Source: an optimization exercise on an open RTL-to-GDS flow (aim: small area). Production flows keep margins and buffers that such runs may drop. The RTL was checked by simulation tests, not by an equivalence proof against the original design. No activity file was given, so power comes from the tool's default toggle rates.

File: design.v
`timescale 1ns / 1ps
module ALU(
input [31:0] A, B,
input Sel,
output [31:0] Data_out
    );
    wire [31:0] suma, iand;
    assign suma = A + B;
    assign iand = A & B;
    assign Data_out = Sel ? iand : suma;
endmodule
`timescale 1ns / 1ps
module Banco_de_Registros(
input write_enable, clk, rst,
input [4:0] Addrs1, Addrs2, Addrs3,
input [31:0] Data,
output [31:0] R1_out, R2_out
    );
    reg [31:0] R0, R1, R2, R3, R4, R5, R6, R7, R8, R9, R10, R11, R12,
    R13, R14, R15, R16, R17, R18, R19, R20, R21, R22, R23, R24, R25,
    R26, R27, R28, R29, R30, R31;
    always @ (posedge clk)
    begin
        if (rst)
            R0 <= 0;  
        else if ((Addrs3 == 5'd0) & write_enable)
            R0 <= Data;   
        else
            R0 <= R0;   
    end
    always @ (posedge clk)
    begin
        if (rst)
            R1 <= 0;
        else if ((Addrs3 == 5'd1) & write_enable)
            R1 <= Data;
        else
            R1 <= R1;
    end
    always @ (posedge clk)
    begin
        if (rst)
            R2 <= 0;
        else if ((Addrs3 == 5'd2) & write_enable)
            R2 <= Data;
        else
            R2 <= R2;
    end
    always @ (posedge clk)
    begin
        if (rst)
            R3 <= 0;
        else if ((Addrs3 == 5'd3) & write_enable)
            R3 <= Data;
        else
            R3 <= R3;
    end
    always @ (posedge clk)
    begin
        if (rst)
            R4 <= 0;
        else if ((Addrs3 == 5'd4) & write_enable)
            R4 <= Data;
        else
            R4 <= R4;
    end
    always @ (posedge clk)
    begin
        if (rst)
            R5 <= 0;
        else if ((Addrs3 == 5'd5) & write_enable)
            R5 <= Data;
        else
            R5 <= R5;
    end
    always @ (posedge clk)
    begin
        if (rst)
            R6 <= 0;
        else if ((Addrs3 == 5'd6) & write_enable)
            R6 <= Data;
        else
            R6 <= R6;
    end
    always @ (posedge clk)
    begin
        if (rst)
            R7 <= 0;
        else if ((Addrs3 == 5'd7) & write_enable)
            R7 <= Data;
        else
            R7 <= R7;
    end
    always @ (posedge clk)
    begin
        if (rst)
            R8 <= 0;
        else if ((Addrs3 == 5'd8) & write_enable)
            R8 <= Data;
        else
            R8 <= R8;
    end
    always @ (posedge clk)
    begin
        if (rst)
            R9 <= 0;
        else if ((Addrs3 == 5'd9) & write_enable)
            R9 <= Data;
        else
            R9 <= R9;
    end
    always @ (posedge clk)
    begin
        if (rst)
            R10 <= 0;
        else if ((Addrs3 == 5'd10) & write_enable)
            R10 <= Data;
        else
            R10 <= R10;
    end
    always @ (posedge clk)
    begin
        if (rst)
            R11 <= 0;
        else if ((Addrs3 == 5'd11) & write_enable)
            R11 <= Data;
        else
            R11 <= R11;
    end
    always @ (posedge clk)
    begin
        if (rst)
            R12 <= 0;
        else if ((Addrs3 == 5'd12) & write_enable)
            R12 <= Data;
        else
            R12 <= R12;
    end
    always @ (posedge clk)
    begin
        if (rst)
            R13 <= 0;
        else if ((Addrs3 == 5'd13) & write_enable)
            R13 <= Data;
        else
            R13 <= R13;
    end
    always @ (posedge clk)
    begin
        if (rst)
            R14 <= 14;
        else if ((Addrs3 == 5'd14) & write_enable)
            R14 <= Data;
        else
            R14 <= R14;
    end
    always @ (posedge clk)
    begin
        if (rst)
            R15 <= 0;
        else if ((Addrs3 == 5'd15) & write_enable)
            R15 <= Data;
        else
            R15 <= R15;
    end
    always @ (posedge clk)
    begin
        if (rst)
            R16 <= 0;
        else if ((Addrs3 == 5'd16) & write_enable)
            R16 <= Data;
        else
            R16 <= R16;
    end
    always @ (posedge clk)
    begin
        if (rst)
            R17 <= 0;
        else if ((Addrs3 == 5'd17) & write_enable)
            R17 <= Data;
        else
            R17 <= R17;
    end
    always @ (posedge clk)
    begin
        if (rst)
            R18 <= 0;
        else if ((Addrs3 == 5'd18) & write_enable)
            R18 <= Data;
        else
            R18 <= R18;
    end
    always @ (posedge clk)
    begin
        if (rst)
            R19 <= 0;
        else if ((Addrs3 == 5'd19) & write_enable)
            R19 <= Data;
        else
            R19 <= R19;
    end
    always @ (posedge clk)
    begin
        if (rst)
            R20 <= 0;
        else if ((Addrs3 == 5'd20) & write_enable)
            R20 <= Data;
        else
            R20 <= R20;
    end
    always @ (posedge clk)
    begin
        if (rst)
            R21 <= 0;
        else if ((Addrs3 == 5'd21) & write_enable)
            R21 <= Data;
        else
            R21 <= R21;
    end
    always @ (posedge clk)
    begin
        if (rst)
            R22 <= 0;
        else if ((Addrs3 == 5'd22) & write_enable)
            R22 <= Data;
        else
            R22 <= R22;
    end
    always @ (posedge clk)
    begin
        if (rst)
            R23 <= 0;
        else if ((Addrs3 == 5'd23) & write_enable)
            R23 <= Data;
        else
            R23 <= R23;
    end
    always @ (posedge clk)
    begin
        if (rst)
            R24 <= 0;
        else if ((Addrs3 == 5'd24) & write_enable)
            R24 <= Data;
        else
            R24 <= R24;
    end
    always @ (posedge clk)
    begin
        if (rst)
            R25 <= 0;
        else if ((Addrs3 == 5'd25) & write_enable)
            R25 <= Data;
        else
            R25 <= R25;
    end
    always @ (posedge clk)
    begin
        if (rst)
            R26 <= 0;
        else if ((Addrs3 == 5'd26) & write_enable)
            R26 <= Data;
        else
            R26 <= R26;
    end
    always @ (posedge clk)
    begin
        if (rst)
            R27 <= 0;
        else if ((Addrs3 == 5'd27) & write_enable)
            R27 <= Data;
        else
            R27 <= R27;
    end
    always @ (posedge clk)
    begin
        if (rst)
            R28 <= 0;
        else if ((Addrs3 == 5'd28) & write_enable)
            R28 <= Data;
        else
            R28 <= R28;
    end
    always @ (posedge clk)
    begin
        if (rst)
            R29 <= 0;
        else if ((Addrs3 == 5'd29) & write_enable)
            R29 <= Data;
        else
            R29 <= R29;
    end
    always @ (posedge clk)
    begin
        if (rst)
            R30 <= 0;
        else if ((Addrs3 == 5'd30) & write_enable)
            R30 <= Data;
        else
            R30 <= R30;
    end
    always @ (posedge clk)
    begin
        if (rst)
            R31 <= 0;
        else if ((Addrs3 == 5'd31) & write_enable)
            R31 <= Data;
        else
            R31 <= R31;
    end
    reg [31:0] mux1;
    always @* begin
        case(Addrs1)
            5'd0: mux1 = R0;
            5'd1: mux1 = R1;
            5'd2: mux1 = R2;
            5'd3: mux1 = R3;
            5'd4: mux1 = R4;
            5'd5: mux1 = R5;
            5'd6: mux1 = R6;
            5'd7: mux1 = R7;
            5'd8: mux1 = R8;
            5'd9: mux1 = R9;
            5'd10: mux1 = R10;
            5'd11: mux1 = R11;
            5'd12: mux1 = R12;
            5'd13: mux1 = R13;
            5'd14: mux1 = R14;
            5'd15: mux1 = R15;
            5'd16: mux1 = R16;
            5'd17: mux1 = R17;
            5'd18: mux1 = R18;
            5'd19: mux1 = R19;
            5'd20: mux1 = R20;
            5'd21: mux1 = R21;
            5'd22: mux1 = R22;
            5'd23: mux1 = R23;
            5'd24: mux1 = R24;
            5'd25: mux1 = R25;
            5'd26: mux1 = R26;
            5'd27: mux1 = R27;
            5'd28: mux1 = R28;
            5'd29: mux1 = R29;
            5'd30: mux1 = R30;
            5'd31: mux1 = R31;    
        endcase
    end
    reg [31:0] mux2;
    always @* begin
        case(Addrs2)
            5'd0: mux2 = R0;
            5'd1: mux2 = R1;
            5'd2: mux2 = R2;
            5'd3: mux2 = R3;
            5'd4: mux2 = R4;
            5'd5: mux2 = R5;
            5'd6: mux2 = R6;
            5'd7: mux2 = R7;
            5'd8: mux2 = R8;
            5'd9: mux2 = R9;
            5'd10: mux2 = R10;
            5'd11: mux2 = R11;
            5'd12: mux2 = R12;
            5'd13: mux2 = R13;
            5'd14: mux2 = R14;
            5'd15: mux2 = R15;
            5'd16: mux2 = R16;
            5'd17: mux2 = R17;
            5'd18: mux2 = R18;
            5'd19: mux2 = R19;
            5'd20: mux2 = R20;
            5'd21: mux2 = R21;
            5'd22: mux2 = R22;
            5'd23: mux2 = R23;
            5'd24: mux2 = R24;
            5'd25: mux2 = R25;
            5'd26: mux2 = R26;
            5'd27: mux2 = R27;
            5'd28: mux2 = R28;
            5'd29: mux2 = R29;
            5'd30: mux2 = R30;
            5'd31: mux2 = R31;    
        endcase
    end
    assign R1_out = mux1;
    assign R2_out = mux2;
endmodule
`timescale 1ns / 1ps
module Extensor_de_Signo(
input ImnSrc,
input [19:0] inmediato,
output [31:0] out
    );
    wire [31:0] twelve_bits, vingt_bits;
    assign twelve_bits = inmediato[19] ? {inmediato[19], 20'b11111111111111111111, inmediato[18:8]} : {inmediato[19], 20'b0, inmediato[18:8]};
    assign vingt_bits = {inmediato[19:0], 12'b0};
    assign out = ImnSrc ? vingt_bits : twelve_bits;
endmodule
`timescale 1ns / 1ps
module Memoria_Datos(
input clk, rst, write_enable, stype,
input [4:0] Addrs,
input [31:0] Data_in,
output [31:0] Data_out
    );
    reg [7:0] Mem [31:0];
    wire [31:0] Data;
    wire [4:0] AddrsP1, AddrsP2, AddrsP3;
    assign AddrsP1 = Addrs + 5'd1;
    assign AddrsP2 = Addrs + 5'd2;
    assign AddrsP3 = Addrs + 5'd3;
    assign Data = stype ? {Data_in[7:0], Mem[AddrsP1], Mem[AddrsP2], Mem[AddrsP3]} : Data_in; 
    integer i;
    always @(posedge clk)
    begin
    if (rst)
        for (i = 0; i < 32; i = i + 1)
            Mem[i] <= 0;
    else if (write_enable)
    begin
        Mem[Addrs] <= Data[31:24];
        Mem[AddrsP1] <= Data[23:16];
        Mem[AddrsP2] <= Data[15:8];
        Mem[AddrsP3] <= Data[7:0];
    end
    end
    assign Data_out = {Mem[Addrs], Mem[AddrsP1], Mem[AddrsP2], Mem[AddrsP3]};
endmodule
`timescale 1ns / 1ps
module UC_ES(
input [3:0] Q,
input [1:0] x,
output [3:0] State
    );
    assign State[0] = ~Q[3]&~Q[2]&~Q[1]&~Q[0] | ~Q[3]&~Q[2]&~Q[1]&(x[1] | x[0]) | Q[2]&Q[1]&Q[0]&~x[0];
    assign State[1] = ~Q[3]&~Q[2]&Q[0] | ~Q[2]&Q[1]&~Q[0];
    assign State[2] = ~Q[2]&Q[1] | ~Q[3]&Q[0]&(Q[1] | ~Q[2]&x[1]);
    assign State[3] = ~Q[3]&Q[2]&~Q[1]&Q[0];
endmodule
`timescale 1ns / 1ps
module Unidad_Control(
input clk, rst,
input [31:0] inst, 
output AluControl, InstW, MemW, RegW, PCW, AluSrcB, stype, ltype, ImnSrc, ImmType,
output [1:0] AluSrcA, ResultSrc
    );
    parameter Fetch = 4'd0;
    parameter Decode = 4'd1;
    parameter Immediate = 4'd2;
    parameter Utype = 4'd3;
    parameter Store = 4'd4;
    parameter Load = 4'd5;
    parameter AluWB = 4'd6;
    parameter MemAddrs = 4'd7;
    parameter MemWB = 4'd8;
    reg [3:0] State;
    wire [3:0] Next;
    reg [1:0] x;   
    wire [6:0] Opcode;
    assign Opcode = inst[6:0];
    always @*
        case(State)
        Decode: x <= {~Opcode[4], Opcode[2]};
        MemAddrs: x <= {1'b0, Opcode[5]}; 
        default: x <= 2'b0;
        endcase
    always @(posedge clk)
    begin
        if (rst)
            State <= 0;
        else
            State <= Next;
    end
    UC_ES LCES(State, x, Next);
    assign AluControl = (State == Immediate) & (&inst[14:12]);  
    assign PCW = State == Fetch;   
    assign InstW = State == Fetch;   
    assign RegW = (State == AluWB) | State[3];   
    assign MemW = State == Store;   
    assign AluSrcB = ~State[3]&~State[2]&~State[1];   
    assign AluSrcA[1] = State == Utype;   
    assign AluSrcA[0] = ~State[3]&~State[2]&~State[1];
    assign ResultSrc[0] = State == MemWB;   
    assign ResultSrc[1] = ~State[3]&~State[2]&~State[1];
    assign ltype = inst[14] & (State == Load);  
    assign stype = ~inst[13] & (State == Store);  
    assign  ImnSrc = State == Utype;
    assign ImmType = Opcode[5]&~Opcode[4];  
endmodule
`timescale 1ns / 1ps
module CPU_top(
input clk, rst,
input [31:0] imem_data,
output [31:0] imem_addr,
output [31:0] out
    );
    wire [31:0] WriteData, ReadData;
    reg [31:0] Result, inst_reg;
    wire AluControl, InstW, MemW, RegW, PCW, AluSrcB, stype, ltype, ImmSrc, ImmType;
    wire [1:0] AluSrcA, ResultSrc;
    Unidad_Control UC (clk, rst, inst_reg, AluControl, InstW, MemW, RegW, PCW, 
    AluSrcB, stype, ltype, ImmSrc, ImmType, AluSrcA, ResultSrc);
    reg [31:0] PC;
    always @(posedge clk)
    begin
    if (rst)
        PC <= 0;
    else if (PCW)
        PC <= Result;
    end
    wire [31:0] inst;
    assign imem_addr = PC;
    assign inst = imem_data;
    always @(posedge clk)
    begin
    if (rst)
        inst_reg <= 0;
    else if (InstW)
        inst_reg <= inst;
    end
    reg [31:0] Data_reg;
    wire [31:0] Data;
    assign Data = ltype ? {24'd0, ReadData[31:24]} : ReadData;
    always @(posedge clk)
    begin
    if (rst)
        Data_reg <= 0;
    else
        Data_reg <= Data;
    end
    Memoria_Datos Datos(clk, rst, MemW, stype, Result[4:0], WriteData, ReadData);
    wire [31:0] R1_out, R2_out;
    reg [31:0] R1_reg, R2_reg;
    assign WriteData = R2_reg;
    Banco_de_Registros Registers(RegW, clk, rst, inst_reg[19:15], inst_reg[24:20], inst_reg[11:7],
    Result, R1_out, R2_out);
    always @(posedge clk)
    begin
    if (rst)
        R1_reg <= 0;
    else
        R1_reg <= R1_out;
    end
    always @(posedge clk)
    begin
    if (rst)
        R2_reg <= 0;
    else
        R2_reg <= R2_out;
    end
    wire [19:0] Imm;
    wire [31:0] ExtImm;
    assign Imm = ImmType ? {inst_reg[31:25], inst_reg[11:7], 8'd0} : inst_reg[31:12];
    Extensor_de_Signo ExtSign(ImmSrc, Imm, ExtImm);
    reg [31:0] SrcA, AluOut;
    wire [31:0] SrcB, AluResult;
    assign SrcB = AluSrcB ? 31'd4 : ExtImm;
    always @*
    case(AluSrcA)
        2'b00: SrcA = R1_reg;
        2'b01: SrcA = PC;
        2'b10: SrcA = 2'b0;
        2'b11: SrcA = 2'b0;
    endcase
    ALU CPU_ALU(SrcA, SrcB, AluControl, AluResult);
    always @(posedge clk)
    begin
    if (rst)
        AluOut <= 0;
    else
        AluOut <= AluResult;
    end
    always @*
    case(ResultSrc)
        2'd0: Result = AluOut;
        2'd1: Result = Data_reg;
        2'd2: Result = AluResult;
        2'd3: Result = 0;
    endcase
    assign out = Result;
endmodule
File: run.sh
#!/bin/bash
# synth_recipe.tcl (not shown) runs the flow's synth.tcl, then flattens the netlist and writes it again
# the make line also repeats each setting of config.mk as NAME=value (left out here)
make -C /OpenROAD-flow-scripts/flow DESIGN_CONFIG=/design/flow/config.mk WORK_HOME=/design/flow/orfs CLKGATE_MAP_FILE= SYNTH_SCRIPT=/design/flow/synth_recipe.tcl finish
File: config.mk
export PLATFORM = sky130hd
export DESIGN_NAME = CPU_top
export DESIGN_NICKNAME = CPU_top
export VERILOG_FILES = /design/flow/design.v
export SDC_FILE = /design/flow/constraint.sdc
export NUM_CORES = 8
export LEC_CHECK = 0
export CAP_MARGIN = 20
export CORE_MARGIN = 2
export CORE_UTILIZATION = 30
export PLACE_DENSITY = 0.5
export SLEW_MARGIN = 20
File: constraint.sdc
create_clock -name core_clock -period 10.5 [get_ports {clk}]
set_input_delay 2.1000 -clock core_clock [delete_from_list [all_inputs] [get_ports {clk}]]
set_output_delay 2.1000 -clock core_clock [all_outputs]
set_load 0.01 [all_outputs]
==> results by group <==
Die
  • Die height: 520 µm
  • Row count: ~190
  • I/O pin count: 98
  • Core box area: 265000 µm²
  • Die footprint: 270000 µm²
  • Initial Util: 0.301
  • Die Wd: 520 µm

Clock network
  • CTS clk-pin slew, worst paths: 0.06 ns
  • CTS Hold Buffers Added: 0
  • Clock latency (worst-skew pair): roughly 0.91 ns
  • H-tree levels: 4
  • Number of CTS-inserted buffers: 171
  • Largest buffer count on any clock path: 3
  • Root Buffer: clkbuf_16
  • Post-CTS Resized: 0
  • TritonCTS sink count: 1472
  • Setup repair bufs after CTS: 0
  • CTS tree: built

Run status
  • Run status: timing/DRC/antenna clean

Global route
  • GRT overflow: 0
  • Most Used Layer, Global Route: met1
  • Vias in the first global route: ~78000
  • Met3 Use GR: 0.153
  • Initial antenna violation count: 35
  • Largest net degree at the start of global routing: 200
  • Met2 Track Usage GR: 0.468
  • GRT Total Usage: 0.355
  • First-pass GRT wire length: 674000 µm
  • Met1 Usage GRT: 0.474

Pwr
  • Total power: 28.1 mW
  • Pwr/cell area: 308 nW/µm²
  • Worst vdd ir: slightly below 500 µV
  • Leak pwr: 29.4 nW

Finish
  • Top reg by flops: Datos.Mem
  • Core Util, Final: 0.344
  • Multi-input logic area: around 45000 µm²
  • NumNets Final: ~8900
  • Area growth syn-to-layout: 14.2%
  • Fillers: 27142
  • Register area: 32000 µm²
  • Post-Layout Cell Count: about 13000
  • Final Cell Area: between 90000 and 100000 µm²
  • Max reg flops: 256
  • Share of post-route cells with drive strength above 1: 0.112

Synthesis
  • Warnings, synthesis: 4
  • Synth cell count leaders: nor2_1 (1447), dfxtp_1 (1216), a211oi_1 (1003)
  • Mapped Nets: 9271
  • Post-synthesis cell type count: 107
  • Top cells by area, synth: dfxtp_1 (30%), edfxtp_1 (9.6%), a211oi_1 (9.4%)
  • Post-Synthesis Cells: 9195
  • Mean Syn Cell Area: 8.69 µm²
  • Cell Area, Synth: 79900 µm²
  • Post-synth EDFFs: roughly 260
  • Post-synth ARST share: 0
  • Yosys top cell by area: dfxtp_1
  • Main synth FF type: dfxtp_1
  • Yosys top cell area share: 0.305
  • Yosys reg bits: 1472
  • Sequential share of the synthesized area: 0.401
  • Most numerous cell in the Yosys netlist: nor2_1

Setup path
  • Crit end category: output port
  • Worst path cell trace: nand2b_1 -> mux2i_1 -> nor2_1 -> ha_1 -> fa_1 -> nand3_1 -> a21boi_0 -> buf_4 -> o32ai_1 -> o21ai_0 -> a41oi_1 -> o21ai_0 -> a31o_2 -> a21oi_1 -> xor2_1 -> o21ai_0 -> clkdlybuf4s50_1
  • CP startpoint kind: flip-flop
  • Critical path arrival: 6.59 ns
  • Worst Path Max Fanout: 6
  • Worst Path Required: around 8.4 ns
  • WP buf/inv: 2
  • CP top delay family: compound AO/OA/AOI/OAI gates
  • Most frequent CP cell: o21ai_0
  • Worst path slowest cell: a41oi_1
  • Setup CP Type: reg -> out
  • Crit path largest cell delay: 0.67 ns

Placement
  • Place WS: 2.35 ns
  • Area after DPL: roughly 85000 µm²
  • Hpwl dp: 311000 µm
  • Placer Congestion: 1.05
  • IO buf count: 93
  • Placed cells: 12168

Timing
  • Final worst setup slack: 1.81 ns
  • WHS: 0.475 ns
  • Worst-margin pin slew: roughly 1.3 ns
  • Slew margin rel.: 0.148
  • Count of final max-slew check failures: 0
  • Final Critical Period: 8.69 ns
  • Final count of hold timing violations: 0
  • RSZ-0062 raised after global routing: no
  • Clock skew: 0.0869 ns
  • Fin crit share: 0.828
  • Setup violations, final: 0
  • Fmax: 0.115 GHz
  • Setup TNS: 0 ns

Route
  • Total wire length: 504000 µm
  • Initial DRT Pass Iterations: 28
  • Routed length per instance: around 40 µm
  • Via-to-Cell Ratio: between 7 and 8
  • DRC: 0
  • Vias: approximately 90000
  • ANT nets after route: 0
  • Initial DRC count: 16963

Flow run
  • Max Cap Viol: 0

Hold path
  • HP Class: reg -> reg
worst min-delay path: cells and delay by family (launching register included):
| family | cells | cell delay (ns) |
|---|---|---|
| compound gates | 1 | 0.05 |
| flops | 1 | 0.32 |
| simple gates | 1 | 0.06 |
cell families after synthesis:
| logic type | after synthesis | share of synthesized area |
|---|---|---|
| buffers and inverters | 1049 | 0.0527 |
| and+or+nand+nor | 2996 | 0.163 |
| AOI/OAI and AO/OA | 3168 | 0.302 |
| DFF | 1472 | 0.401 |
| muxes | 435 | 0.0702 |
| xor gates and xnor gates | 33 | 0.00362 |
| adders and majority gates | 42 | 0.00667 |
final cells by class:
type / instances / share of cell area
tap: 3533 / 0.0484
timing repair buffer: 442 / 0.0408
antenna: 38 / 0.00104
sequential: 1472 / 0.351
clock buffer: 229 / 0.0523
inverter: 51 / 0.00223
clock inverter: 83 / 0.0117
multi-input combinational: 6674 / 0.493
power by group:
part           internal (mW)  switching [mW]  total (mW)
Combinational           3.78            11.4        15.2
Sequential              6.09           0.487        6.58
Clock                   3.55            2.79        6.34
Total                   13.4            14.7        28.1
final timing paths:
kind                         from               to  slack, ns  cells past startpoint
hold reg to reg   Registers.R1[1]  Registers.R1[1]       0.48                      2
hold / removal    Registers.R1[1]  Registers.R1[1]       0.48                      2
setup / recovery      inst_reg[4]          out[28]       1.81                     17
setup reg to reg      inst_reg[4]  Datos.Mem[5][0]       1.92                     19
cells in the final DEF, fill, tap and decap left out, types with 18 or more instances in the layout:
| cell type | instances |
|---|---|
| a211oi_1 | 1002 |
| a21o_1 | 28 |
| a21oi_1 | 292 |
| a221oi_1 | 575 |
| a221oi_2 | 18 |
| a22o_1 | 343 |
| a22oi_1 | 381 |
| a311oi_1 | 19 |
| and2_1 | 25 |
| and3_1 | 22 |
| buf_4 | 337 |
| clkbuf_1 | 32 |
| clkbuf_16 | 172 |
| clkbuf_8 | 25 |
| clkdlybuf4s50_1 | 92 |
| clkinv_2 | 31 |
| dfxtp_1 | 1215 |
| diode_2 | 38 |
| edfxtp_1 | 256 |
| ha_1 | 40 |
| inv_1 | 45 |
| mux2_2 | 47 |
| mux2i_1 | 289 |
| mux4_2 | 86 |
| nand2_1 | 627 |
| nand2b_1 | 21 |
| nand3_1 | 280 |
| nand4_1 | 134 |
| nor2_1 | 1344 |
| nor2_4 | 100 |
| nor3_1 | 258 |
| nor4_1 | 41 |
| o211ai_1 | 47 |
| o21ai_0 | 148 |
| o21ai_1 | 20 |
| o22ai_1 | 31 |
| o31ai_1 | 29 |
| or4_1 | 29 |
| xnor2_1 | 20 |
metal layers:
metal  routed length, µm  up-vias  share of wire
met5                 205        -        0.00041
met4               36300       20          0.072
met2              191000     8328           0.38
met3               80600     2110           0.16
met1              196000    42597           0.39
li1                    -    34777              -

## what the ideal ports hide
The flow's constraints put no driver on any port. The routed layout listed below was extracted and timed again, unchanged, in two steps.
Step 1 sets driving cells, clkbuf_16 on the clock port and buf_2 on the other inputs (assumed; they add their load-dependent delay and slew).
Step 2 times the ports against the registers' clock, not the clock port: input delays grow and output delays shrink by t, the midpoint of the rising clock arrivals with the driver on.
Three values: ideal, step 1, step 2; two values: the first two.
t, ns: 0.974
setup slack, ns: 1.809 / 1.695 / 1.924
worst setup path at the end: register to register
After both steps this run still meets setup and hold. For this run, drivers alone change the setup slack by -0.114 ns; drivers and shift together by +0.115 ns.
